Context: an optimization exercise on an open-source flow, tuned for small area. The choices shown serve that exercise and are no tape-out recipe.
Function was checked by simulation only, so behaviour that the tests miss may differ from the original.
Power and IR drop assume default switching activity.

## Register_File
module Register_File
#(
	parameter WORD_LENGTH = 32,
	parameter NBITS = 5
)
(
	input clk,
	input reset,
	input [NBITS-1 : 0] Read_Reg1,
	input [NBITS-1 : 0] Read_Reg2,
	input [NBITS-1 : 0] Write_Reg,
	input [WORD_LENGTH-1 : 0] Write_Data,
	input Write,
	output [WORD_LENGTH-1 : 0] Read_Data1,
	output [WORD_LENGTH-1 : 0] Read_Data2
);
For scale: roughly 3900 cells after synthesis, ~1100 flip-flops, ~42000 µm² of cells after synthesis.
clock: 6.0 ns
lec_check: 0
cap_margin: 20
core_margin: 2
core_utilization: 55
cts_buf_list: sky130_fd_sc_hd__clkbuf_4 sky130_fd_sc_hd__clkbuf_8
cts_cluster_diameter: 60
cts_cluster_size: 30
setup_slack_margin: 0.2
slew_margin: 20
synth_hierarchical: 1
standard.sh (not shown) runs the stock make flow with config.mk's settings and CLKGATE_MAP_FILE= SYNTH_SCRIPT=/design/flow/synth_recipe.tcl, a recipe that flattens the netlist after the stock synthesis.
==> flow/flow/run.sh <==
#!/bin/bash
# Own layout flow: the standard ORFS flow (standard.sh, unchanged synthesis,
# floorplan, power grid and tap cells) with these changes:
#  - ports are buffered with the smallest buffer (buf_1) instead of the
#    default choice;
#  - clock tree synthesis without dummy loads;


# make's full output goes to flow.log in the work folder; each ORFS step also
# writes its own log under orfs/logs/.
set -euo pipefail
bash standard.sh \
  "BUFFER_PORTS_ARGS=-buffer_cell sky130_fd_sc_hd__buf_1" \
  "CTS_ARGS=-sink_clustering_enable -repair_clock_nets -buf_list {sky130_fd_sc_hd__clkbuf_16} -sink_clustering_size 30 -sink_clustering_max_diameter 60 -dont_use_dummy_load" \
  finish > flow.log 2>&1
==> next run, changes <==
==> flow/run.sh (new file) <==
#!/bin/bash
# synth_recipe.tcl (not shown) runs the flow's synth.tcl, then flattens the netlist and writes it again
# the make line also repeats each setting of config.mk as NAME=value (left out here)
make -C /OpenROAD-flow-scripts/flow DESIGN_CONFIG=/design/flow/config.mk WORK_HOME=/design/flow/orfs CLKGATE_MAP_FILE= SYNTH_SCRIPT=/design/flow/synth_recipe.tcl finish
Settings changed: CORE_UTILIZATION 55 to 40, CTS_BUF_LIST sky130_fd_sc_hd__clkbuf_4 sky130_fd_sc_hd__clkbuf_8 to default, CTS_CLUSTER_DIAMETER 60 to default, CTS_CLUSTER_SIZE 30 to default, SETUP_SLACK_MARGIN 0.2 to 0.4.
removed: flow/flow/run.sh
removed: flow/standard.sh
Routed wire length shrinks by 5.1%. Power increases by 18%. Worst hold slack is better by 0.010 ns. Synthesized area does not change. Setup slack is worse by 0.091 ns. Register-to-register slack gets better by 0.02 ns. Sequential power is about the same. First-iteration DRC count came out lower by 17%.
==> next run, changes <==
==> flow/flow/run.sh (new file) <==
#!/bin/bash
# Own layout flow: the standard ORFS flow (standard.sh, unchanged synthesis,
# floorplan, power grid and tap cells) with these changes:
#  - ports are buffered with the smallest buffer (buf_1) instead of the
#    default choice;
#  - clock tree synthesis without dummy loads;
#  - power recovery (downsizing of gates with positive slack) after global
#    routing's timing repair.
# make's full output goes to flow.log in the work folder; each ORFS step also
# writes its own log under orfs/logs/.
set -euo pipefail
bash standard.sh \
  "BUFFER_PORTS_ARGS=-buffer_cell sky130_fd_sc_hd__buf_1" \
  "CTS_ARGS=-sink_clustering_enable -repair_clock_nets -root_buf sky130_fd_sc_hd__clkbuf_16 -buf_list {sky130_fd_sc_hd__clkbuf_8} -sink_clustering_size 16 -sink_clustering_max_diameter 45 -dont_use_dummy_load" \
  "RECOVER_POWER=100" \
  finish > flow.log 2>&1
==> flow/standard.sh (new file) <==
#!/bin/bash
# synth_recipe.tcl (not shown) runs the flow's synth.tcl, then flattens the netlist and writes it again
# the make line also repeats each setting of config.mk as NAME=value (left out here)
make -C /OpenROAD-flow-scripts/flow DESIGN_CONFIG=/design/flow/config.mk WORK_HOME=/design/flow/orfs CLKGATE_MAP_FILE= SYNTH_SCRIPT=/design/flow/synth_recipe.tcl "${@:-finish}"
Settings changed: CORE_UTILIZATION 40 to 55, CTS_BUF_LIST from default to sky130_fd_sc_hd__clkbuf_4 sky130_fd_sc_hd__clkbuf_8, CTS_CLUSTER_DIAMETER from default to 60, CTS_CLUSTER_SIZE from default to 30, SETUP_SLACK_MARGIN 0.4 to 0.2.
removed: flow/run.sh
After rerunning: The changed run finished with capacitance limit, slew limit left. Utilization rises by 11 points. Worst setup slack degrades by 0.036 ns. Clock power decreases by well over a third. Total power shrinks by about a fifth. Worst hold slack loses 0.016 ns. Design area went down by roughly a tenth. First-iteration DRC count came out higher by about a fifth. Sequential share of layout area climbs by 4.9 points. Global-route usage increases by 16 points.
==> next run, changes <==
--- a/flow/flow/run.sh
+++ b/flow/flow/run.sh
@@ -5,6 +5,6 @@
 #    default choice;
 #  - clock tree synthesis without dummy loads;
-#  - power recovery (downsizing of gates with positive slack) after global
-#    routing's timing repair.
+
+
 # make's full output goes to flow.log in the work folder; each ORFS step also
 # writes its own log under orfs/logs/.
@@ -13,4 +13,3 @@
   "BUFFER_PORTS_ARGS=-buffer_cell sky130_fd_sc_hd__buf_1" \
   "CTS_ARGS=-sink_clustering_enable -repair_clock_nets -root_buf sky130_fd_sc_hd__clkbuf_16 -buf_list {sky130_fd_sc_hd__clkbuf_8} -sink_clustering_size 16 -sink_clustering_max_diameter 45 -dont_use_dummy_load" \
-  "RECOVER_POWER=100" \
   finish > flow.log 2>&1
=> This time the run passed the timing, design-rule and antenna checks; sequential share of layout area falls by 0.34 points; non-clock buffer count is unchanged; hold slack hardly moves; power stays flat.
==> next run, changes <==
==> flow/flow/run.sh (replaced) <==
#!/bin/bash
# Own layout flow: the standard ORFS flow (standard.sh, unchanged synthesis,
# floorplan, power grid and tap cells) with these changes:
#  - ports are buffered with the smallest buffer (buf_1) instead of the
#    default choice;
#  - clock tree synthesis without dummy loads;
#  - power recovery (downsizing of gates with positive slack) after global
#    routing's timing repair.
# make's full output goes to flow.log in the work folder; each ORFS step also
# writes its own log under orfs/logs/.
set -euo pipefail
bash standard.sh \
  "BUFFER_PORTS_ARGS=-buffer_cell sky130_fd_sc_hd__buf_1" \
  "CTS_ARGS=-sink_clustering_enable -repair_clock_nets -buf_list {sky130_fd_sc_hd__clkbuf_16} -sink_clustering_size 24 -sink_clustering_max_diameter 60 -dont_use_dummy_load" \
  "RECOVER_POWER=100" \
  finish > flow.log 2>&1
=> The new run ran to the end with violations: capacitance limit, slew limit; die area is unchanged; routed wire length is lower slightly; via count is lower slightly; clock-buffer cell count is lower by 57; sequential share of layout area is higher by 0.29 points; synthesized cell count does not change; total power is higher slightly; worst setup slack loses 0.20 ns.

---

Starting RTL as in the previous note.
Design Register_File, start of the top module:
module Register_File
#(
	parameter WORD_LENGTH = 32,
	parameter NBITS = 5
)
(
	input clk,
	input reset,
	input [NBITS-1 : 0] Read_Reg1,
	input [NBITS-1 : 0] Read_Reg2,
	input [NBITS-1 : 0] Write_Reg,
	input [WORD_LENGTH-1 : 0] Write_Data,
	input Write,
	output [WORD_LENGTH-1 : 0] Read_Data1,
	output [WORD_LENGTH-1 : 0] Read_Data2
);
==> flow/config.mk <==
export PLATFORM = sky130hd
export DESIGN_NAME = Register_File
export DESIGN_NICKNAME = Register_File
export VERILOG_FILES = /design/flow/design.v
export SDC_FILE = /design/flow/constraint.sdc
export NUM_CORES = 4
export LEC_CHECK = 0
export CAP_MARGIN = 20
export CORE_MARGIN = 2
export CORE_UTILIZATION = 55
export CTS_BUF_LIST = sky130_fd_sc_hd__clkbuf_4 sky130_fd_sc_hd__clkbuf_8
export CTS_CLUSTER_DIAMETER = 60
export CTS_CLUSTER_SIZE = 30
export SETUP_SLACK_MARGIN = 0.2
export SLEW_MARGIN = 20
export SYNTH_HIERARCHICAL = 1
==> flow/constraint.sdc <==
create_clock -name core_clock -period 6.0 [get_ports {clk}]
set_input_delay 1.2000 -clock core_clock [delete_from_list [all_inputs] [get_ports {clk}]]
set_output_delay 1.2000 -clock core_clock [all_outputs]
set_load 0.01 [all_outputs]
==> flow/flow/run.sh <==
#!/bin/bash
# Own layout flow: the standard ORFS flow (standard.sh, unchanged synthesis,
# floorplan, power grid and tap cells) with these changes:
#  - ports are buffered with the smallest buffer (buf_1) instead of the
#    default choice;
#  - clock tree synthesis without dummy loads;


# make's full output goes to flow.log in the work folder; each ORFS step also
# writes its own log under orfs/logs/.
set -euo pipefail
bash standard.sh \
  "BUFFER_PORTS_ARGS=-buffer_cell sky130_fd_sc_hd__buf_1" \
  "CTS_ARGS=-sink_clustering_enable -repair_clock_nets -buf_list {sky130_fd_sc_hd__clkbuf_16} -sink_clustering_size 24 -sink_clustering_max_diameter 90 -dont_use_dummy_load" \
  finish > flow.log 2>&1
The first run finished clean.
Change:
- CAP_MARGIN: 20 -> 5
- CORE_UTILIZATION: 55 -> 60
- CTS_BUF_LIST: sky130_fd_sc_hd__clkbuf_4 sky130_fd_sc_hd__clkbuf_8 -> not set
- CTS_CLUSTER_DIAMETER: 60 -> not set
- CTS_CLUSTER_SIZE: 30 -> not set
- SLEW_MARGIN: 20 -> 5
Effect:
- hold slack is better by 12 ps
- cell area hardly moves
- critical path depth stays the same
- final cell count decreases slightly
- clock skew is unchanged
- global-route usage came out higher by 7.5 points
- sequential power increases slightly
- area after synthesis does not change
- power stays flat
Change:
- CAP_MARGIN: 5 -> 20
- CORE_UTILIZATION: 60 -> 55
- SLEW_MARGIN: 5 -> 20
Outcome:
- cell area stays flat
- die area rises by 9.0%
- sequential power goes down by about 0.4%

---

Another version of the RTL of Register_File (not shown whole).
Size: roughly 3700 cells after synthesis, ~110 I/O pins, about 0.040 mm^2 of cells after synthesis.
clock: 6.0 ns
lec_check: 0
cap_margin: 20
core_margin: 2
core_utilization: 65
setup_slack_margin: 0.2
slew_margin: 20
synth_hierarchical: 1
Scripts as last shown in full above: flow/flow/run.sh
The baseline ran to the end with no violations.
Next try:
--- a/flow/config.mk
+++ b/flow/config.mk
@@ -9,3 +9,3 @@
 export CORE_MARGIN = 2
-export CORE_UTILIZATION = 65
+export CORE_UTILIZATION = 55
 export SETUP_SLACK_MARGIN = 0.2
The new run completed with no timing, DRC or antenna violations.
Register-to-register slack gets better by 0.03 ns.
Global-route usage is lower by 12 points.
Count of clock-buffer cells in the layout is higher by 1.
Sequential share of layout area is lower by 0.96 points.
Fmax is lower by 1.5%.

[re-timing with driven ports]
In the flow no input, the clock included, has a driving cell. The finished layouts below were timed again as built, in two steps. Step 1: set_driving_cell puts a clkbuf_16 on clk and a buf_2 on each other input, an assumption about the parent block. Step 2 adds t to the input delays and takes it off the output delays; t is the mean of the earliest and latest rising clock arrival at the registers after step 1. Input paths then give back, and output paths get back, about the clock's delay inside the block. Slacks: ideal / step 1 / step 2; pairs: ideal / step 1.
| run | shift t [ns] | setup WS [ns] | pins driven straight from the clock port |
|---|---|---|---|
| the first run of note 1 | 0.724 | 0.425 / 0.384 / 0.384 | 1 |
| the second run of note 1 | 0.782 | 0.334 / 0.312 / 0.312 | 1 |
| the third run of note 1 | 0.758 | 0.298 / 0.255 / -0.079 | 1 |
| the fourth run of note 1 | 0.753 | 0.387 / 0.348 / 0.348 | 1 |
| the fifth run of note 1 | 0.722 | 0.188 / 0.149 / -0.116 | 1 |
| the first run of note 2 | 0.718 | 0.509 / 0.469 / 0.469 | 1 |
| the second run of note 2 | 0.710 | 0.275 / 0.248 / 0.248 | 1 |
| the third run of note 2 | 0.718 | 0.509 / 0.469 / 0.469 | 1 |
| the first run of note 3 | 0.724 | 0.561 / 0.538 / 0.538 | 1 |
| the second run of note 3 | 0.724 | 0.480 / 0.439 / 0.439 | 1 |
The setup slack of the third run of note 1, which loses most, moves by -0.043 ns with the drivers and by -0.377 ns with both steps.
